Source: an optimization exercise on an open RTL-to-GDS flow (aim: a short achievable clock period and few clock cycles). Production flows keep margins and buffers that such runs may drop. Function was checked by simulation only, so behaviour that the tests miss may differ from the original. No activity file was given, so power comes from the tool's default toggle rates.

==> flow/design.v <==
`timescale 1ns / 1ps
module top (
		input wire clk,
		input wire rst,
		output wire [7:0] imem_addr,
		input wire [15:0] imem_data,
		output reg 	  tr_rf_we,
		output reg [1:0]  tr_rf_addr,
		output reg [8:0]  tr_rf_data,
		output reg 	  tr_dm_we,
		output reg [7:0]  tr_dm_addr,
		output reg [8:0]  tr_dm_data
	);
	function [7:0] add8;
		input [7:0] x, y;
		reg [7:0] g0, p0, g1, p1, g2, p2, g3;
		begin
			g0 = x & y;
			p0 = x ^ y;
			g1 = g0 | (p0 & {g0[6:0], 1'b0});
			p1 = p0 & {p0[6:0], 1'b0};
			g2 = g1 | (p1 & {g1[5:0], 2'b0});
			p2 = p1 & {p1[5:0], 2'b0};
			g3 = g2 | (p2 & {g2[3:0], 4'b0});
			add8 = p0 ^ {g3[6:0], 1'b0};
		end
	endfunction
	reg [8:0] r0, r1, r2, r3;
	reg [7:0] pc;
	assign imem_addr = pc;
	wire [3:0] f_op  = imem_data[15:12];
	wire [1:0] f_rs  = imem_data[11:10];
	wire [1:0] f_rt  = imem_data[9:8];
	wire [1:0] f_rd  = imem_data[7:6];
	wire [7:0] f_imm = imem_data[7:0];
	wire f_ld     = (f_op == 4'h0);
	wire f_st     = (f_op == 4'h1);
	wire f_rrr    = (f_op == 4'h2) | (f_op == 4'h4) | (f_op == 4'h5) | (f_op == 4'h7);
	wire f_beq    = (f_op == 4'hB);
	wire f_bne    = (f_op == 4'hC);
	wire f_wr     = ~f_st & ~f_beq & ~f_bne & (f_op != 4'hE) & (f_op != 4'hF);
	wire f_useimm = (f_op == 4'h3) | (f_op == 4'h6) | (f_op == 4'h8);
	reg        x_v;
	reg [3:0]  x_alo;     
	reg [15:0] x_dlo;     
	reg        x_c4;      
	reg [3:0]  x_bhi;     
	reg [3:0]  x_ihi;     
	reg [7:0]  x_a;       
	reg [8:0]  x_b;       
	reg [7:0]  x_opb;     
	reg        x_ld, x_st, x_wr;
	reg        k_add, k_not, k_and, k_or, k_sra, k_sll;
	reg [1:0]  x_dst;
	wire [7:0] sum = add8(x_a, x_opb);
	wire       ovf = (x_a[7] == x_opb[7]) && (x_a[7] != sum[7]);
	wire [7:0] lres = ({8{k_not}} & ~x_opb)
	                | ({8{k_and}} & (x_a & x_opb))
	                | ({8{k_or}}  & (x_a | x_opb))
	                | ({8{k_sra}} & {x_a[7], x_a[7:1]})
	                | ({8{k_sll}} & {x_a[6:0], 1'b0});
	wire [8:0] alu_res = k_add ? {ovf, sum} : {1'b0, lres};
	wire [3:0]  x_ahi = x_bhi + x_ihi + {3'b000, x_c4};
	wire [7:0]  maddr = {x_ahi, x_alo};
	wire [15:0] x_dhi = 16'd1 << x_ahi;
	reg        mem_clr;
	reg  [8:0] mem [0:255];
	wire [8:0] grp [0:15];
	genvar g, h;
	generate
		for (g = 0; g < 16; g = g + 1) begin : rdg
			wire [8:0] t [0:15];
			for (h = 0; h < 16; h = h + 1) begin : rdw
				assign t[h] = {9{x_dlo[h]}} & mem[16*g+h];
			end
			assign grp[g] = {9{x_dhi[g]}} &
				(((t[0] | t[1]) | (t[2] | t[3])) | ((t[4] | t[5]) | (t[6] | t[7])) |
				 ((t[8] | t[9]) | (t[10] | t[11])) | ((t[12] | t[13]) | (t[14] | t[15])));
		end
	endgenerate
	wire [8:0] mrd = ((grp[0] | grp[1]) | (grp[2] | grp[3])) | ((grp[4] | grp[5]) | (grp[6] | grp[7])) |
	                 ((grp[8] | grp[9]) | (grp[10] | grp[11])) | ((grp[12] | grp[13]) | (grp[14] | grp[15]));
	wire mwe = x_v & x_st;
	generate
		for (g = 0; g < 256; g = g + 1) begin : word
			always @(posedge clk) begin
				if (mem_clr)
					mem[g] <= 9'd0;
				else if (mwe && x_dlo[g % 16] && x_dhi[g / 16])
					mem[g] <= x_b;
			end
		end
	endgenerate
	always @(posedge clk, posedge rst) begin
		if (rst)
			mem_clr <= 1'b1;
		else
			mem_clr <= 1'b0;
	end
	wire [8:0] wdata = x_ld ? mrd : alu_res;
	wire       rwe   = x_v & x_wr;
	reg [8:0] rf_s, rf_t;
	always @(*) begin
		case (f_rs)
			2'd0: rf_s = r0;
			2'd1: rf_s = r1;
			2'd2: rf_s = r2;
			default: rf_s = r3;
		endcase
		case (f_rt)
			2'd0: rf_t = r0;
			2'd1: rf_t = r1;
			2'd2: rf_t = r2;
			default: rf_t = r3;
		endcase
	end
	wire       fwd_s = rwe & (x_dst == f_rs);
	wire       fwd_t = rwe & (x_dst == f_rt);
	wire [8:0] f_s   = fwd_s ? wdata : rf_s;
	wire [8:0] f_t   = fwd_t ? wdata : rf_t;
	wire e01, e02, e03, e12, e13, e23;
	wire [3:0] ea;
	brcmp cmp (.r0(r0[7:0]), .r1(r1[7:0]), .r2(r2[7:0]), .r3(r3[7:0]),
	           .a(x_a), .b(x_opb), .k_add(k_add), .lres(lres),
	           .e01(e01), .e02(e02), .e03(e03), .e12(e12), .e13(e13), .e23(e23), .ea(ea));
	reg e_rf;
	always @(*) begin
		case ({f_rs, f_rt})
			4'b0001, 4'b0100: e_rf = e01;
			4'b0010, 4'b1000: e_rf = e02;
			4'b0011, 4'b1100: e_rf = e03;
			4'b0110, 4'b1001: e_rf = e12;
			4'b0111, 4'b1101: e_rf = e13;
			4'b1011, 4'b1110: e_rf = e23;
			default: e_rf = 1'b1;
		endcase
	end
	wire       f_same    = (f_rs == f_rt);
	wire       f_eq_rf   = f_same | (~fwd_s & ~fwd_t & e_rf);
	wire [1:0] f_ea_idx  = fwd_s ? f_rt : f_rs;
	wire [3:0] f_sel_ea  = {4{~f_same & (fwd_s | fwd_t)}} & (4'd1 << f_ea_idx);
	wire [7:0] f_pc1 = pc + 8'd1;
	wire [7:0] f_tgt = add8(pc, f_imm);
	wire [7:0] f_base = fwd_s ? alu_res[7:0] : rf_s[7:0];
	wire [4:0] f_alo  = {1'b0, f_base[3:0]} + {1'b0, f_imm[3:0]};
	wire f_stall = x_v & x_ld & ((fwd_s & (f_ld | f_st | f_beq | f_bne)) |
	                             (fwd_t & (f_beq | f_bne)));
	wire [7:0] f_pc_eq = f_stall ? pc : (f_beq ? f_tgt : f_pc1);
	wire [7:0] f_pc_ne = f_stall ? pc : (f_bne ? f_tgt : f_pc1);
	wire [7:0] f_pc_next;
	pcsel psel (.ea(ea), .sel_ea(f_sel_ea), .eq_rf(f_eq_rf),
	            .pc_eq(f_pc_eq), .pc_ne(f_pc_ne), .pc_next(f_pc_next));
	always @(posedge clk, posedge rst) begin
		if (rst) begin
			pc <= 8'd0;
			x_v <= 1'b0;
			r0 <= 9'd0;
			r1 <= 9'd0;
			r2 <= 9'd0;
			r3 <= 9'd0;
			tr_rf_we <= 1'b0;
			tr_dm_we <= 1'b0;
		end else begin
			pc <= f_pc_next;
			x_v <= ~f_stall;
			if (rwe) begin
				case (x_dst)
					2'd0: r0 <= wdata;
					2'd1: r1 <= wdata;
					2'd2: r2 <= wdata;
					default: r3 <= wdata;
				endcase
			end
			tr_rf_we <= rwe;
			tr_dm_we <= mwe;
		end
	end
	always @(posedge clk) begin
		x_alo <= f_alo[3:0];
		x_dlo <= 16'd1 << f_alo[3:0];
		x_c4 <= f_alo[4];
		x_bhi <= f_base[7:4];
		x_ihi <= f_imm[7:4];
		x_a <= f_s[7:0];
		x_b <= f_t;
		x_opb <= f_useimm ? f_imm : f_t[7:0];
		x_ld <= f_ld;
		x_st <= f_st;
		x_wr <= f_wr;
		k_add <= (f_op == 4'h2) | (f_op == 4'h3);
		k_not <= (f_op == 4'h4);
		k_and <= (f_op == 4'h5) | (f_op == 4'h6);
		k_or  <= (f_op == 4'h7) | (f_op == 4'h8);
		k_sra <= (f_op == 4'h9);
		k_sll <= (f_op == 4'hA);
		x_dst <= f_rrr ? f_rd : f_rt;
		tr_rf_addr <= x_dst;
		tr_rf_data <= wdata;
		tr_dm_addr <= maddr;
		tr_dm_data <= x_b;
	end
endmodule
module brcmp (
		input wire [7:0] r0, r1, r2, r3,
		input wire [7:0] a, b, lres,
		input wire k_add,
		output wire e01, e02, e03, e12, e13, e23,
		output wire [3:0] ea
	);
	function sum_eq;
		input [7:0] x, y, k;
		reg [7:0] c;
		begin
			c = {(x[6:0] & y[6:0]) | ((x[6:0] | y[6:0]) & ~k[6:0]), 1'b0};
			sum_eq = ~|(x ^ y ^ k ^ c);
		end
	endfunction
	assign e01 = (r0 == r1);
	assign e02 = (r0 == r2);
	assign e03 = (r0 == r3);
	assign e12 = (r1 == r2);
	assign e13 = (r1 == r3);
	assign e23 = (r2 == r3);
	assign ea = k_add ? {sum_eq(a, b, r3), sum_eq(a, b, r2), sum_eq(a, b, r1), sum_eq(a, b, r0)}
	                  : {lres == r3, lres == r2, lres == r1, lres == r0};
endmodule
module pcsel (
		input wire [3:0] ea, sel_ea,
		input wire eq_rf,
		input wire [7:0] pc_eq, pc_ne,
		output wire [7:0] pc_next
	);
	wire eq = eq_rf | (|(ea & sel_ea));
	assign pc_next = eq ? pc_eq : pc_ne;
endmodule
==> flow/config.mk <==
export PLATFORM = sky130hd
export DESIGN_NAME = top
export DESIGN_NICKNAME = top
export VERILOG_FILES = /design/flow/design.v
export SDC_FILE = /design/flow/constraint.sdc
export NUM_CORES = 4
export LEC_CHECK = 0
export ABC_CLOCK_PERIOD_IN_PS = 1500
export CAP_MARGIN = 40
export CORE_MARGIN = 2
export CORE_UTILIZATION = 40
export CTS_CLUSTER_DIAMETER = 60
export CTS_CLUSTER_SIZE = 20
export SLEW_MARGIN = 20
export SYNTH_HIERARCHICAL = 1
export SYNTH_MINIMUM_KEEP_SIZE = 0
==> flow/constraint.sdc <==
create_clock -name core_clock -period 13.0 [get_ports {clk}]
set_input_delay 2.6000 -clock core_clock [delete_from_list [all_inputs] [get_ports {clk}]]
set_output_delay 2.6000 -clock core_clock [all_outputs]
set_load 0.01 [all_outputs]
standard.sh (not shown) runs the stock make flow with config.mk's settings and CLKGATE_MAP_FILE= SYNTH_SCRIPT=/design/flow/synth_recipe.tcl, a recipe that flattens the netlist after the stock synthesis.
==> flow/flow/run.sh <==
#!/bin/bash
# The standard layout, with timing repair aimed at a setup slack of
# SETUP_SLACK_MARGIN ns instead of 0, so that repair keeps improving paths
# well below the 13 ns clock period.
set -euo pipefail
bash standard.sh SETUP_SLACK_MARGIN=9.5 finish > standard.log 2>&1
Testbench counts at the start, summed over its fixed seeds: cycles 58,269.
Change:
--- a/flow/config.mk
+++ b/flow/config.mk
@@ -9,5 +9,5 @@
 export CAP_MARGIN = 40
 export CORE_MARGIN = 2
-export CORE_UTILIZATION = 40
+export CORE_UTILIZATION = 60
 export CTS_CLUSTER_DIAMETER = 60
 export CTS_CLUSTER_SIZE = 20
Final area fell by 2.5%.
Worst hold slack improved by 14 ps.
Via count rose by 3.0%.
Setup slack improved by 28 ps.
Change:
--- a/flow/config.mk
+++ b/flow/config.mk
@@ -9,7 +9,7 @@
 export CAP_MARGIN = 40
 export CORE_MARGIN = 2
-export CORE_UTILIZATION = 60
+export CORE_UTILIZATION = 50
 export CTS_CLUSTER_DIAMETER = 60
-export CTS_CLUSTER_SIZE = 20
+export CTS_CLUSTER_SIZE = 40
 export SLEW_MARGIN = 20
 export SYNTH_HIERARCHICAL = 1
Result: Count of clock-buffer cells in the layout went down by 9; combinational power went up by about 2%; power went up by 2.9%; sequential cell count is unchanged; worst setup slack loses 32 ps.
Change:
--- a/flow/config.mk
+++ b/flow/config.mk
@@ -11,5 +11,5 @@
 export CORE_UTILIZATION = 50
 export CTS_CLUSTER_DIAMETER = 60
-export CTS_CLUSTER_SIZE = 40
+export CTS_CLUSTER_SIZE = 20
 export SLEW_MARGIN = 20
 export SYNTH_HIERARCHICAL = 1
Outcome: Synthesized area does not change. Worst setup slack is about the same. Die area does not change. Clock-buffer cell count rises by 15. Clock skew decreases by 19 ps. Final area shrinks by 0.31%. Wire length grows by 0.69%. Critical path depth does not change. Combinational power decreases by about 0.9%. Global-route usage goes up by 0.11 points.

[separate check: timing with driven ports]
Ports are ideal in the flow. The routed layouts listed here were re-timed in OpenROAD.
Step 1 sets driving cells, clkbuf_16 on the clock port and buf_2 on the other inputs (assumed; they add their load-dependent delay and slew).
Step 2 times the ports against the registers' clock, not the clock port: input delays grow and output delays shrink by t, the midpoint of the rising clock arrivals with the driver on.
Three values: ideal, step 1, step 2; two values: the first two.
run | shift t [ns] | slack for setup (ns) | clock arrival spread, ns | pins driven straight from the clock port
the first run | 0.993 | 8.943 / 8.832 / 8.173 | 0.054 / 0.055 | 1
the second run | 0.951 | 8.971 / 8.885 / 8.084 | 0.067 / 0.067 | 1
the third run | 0.977 | 8.939 / 8.835 / 8.195 | 0.068 / 0.068 | 1
the fourth run | 0.972 | 8.940 / 8.854 / 8.188 | 0.049 / 0.048 | 1
After both steps setup and hold are still met in every run listed. The setup slack of the second run, which loses most, moves by -0.086 ns with the drivers and by -0.887 ns with both steps.
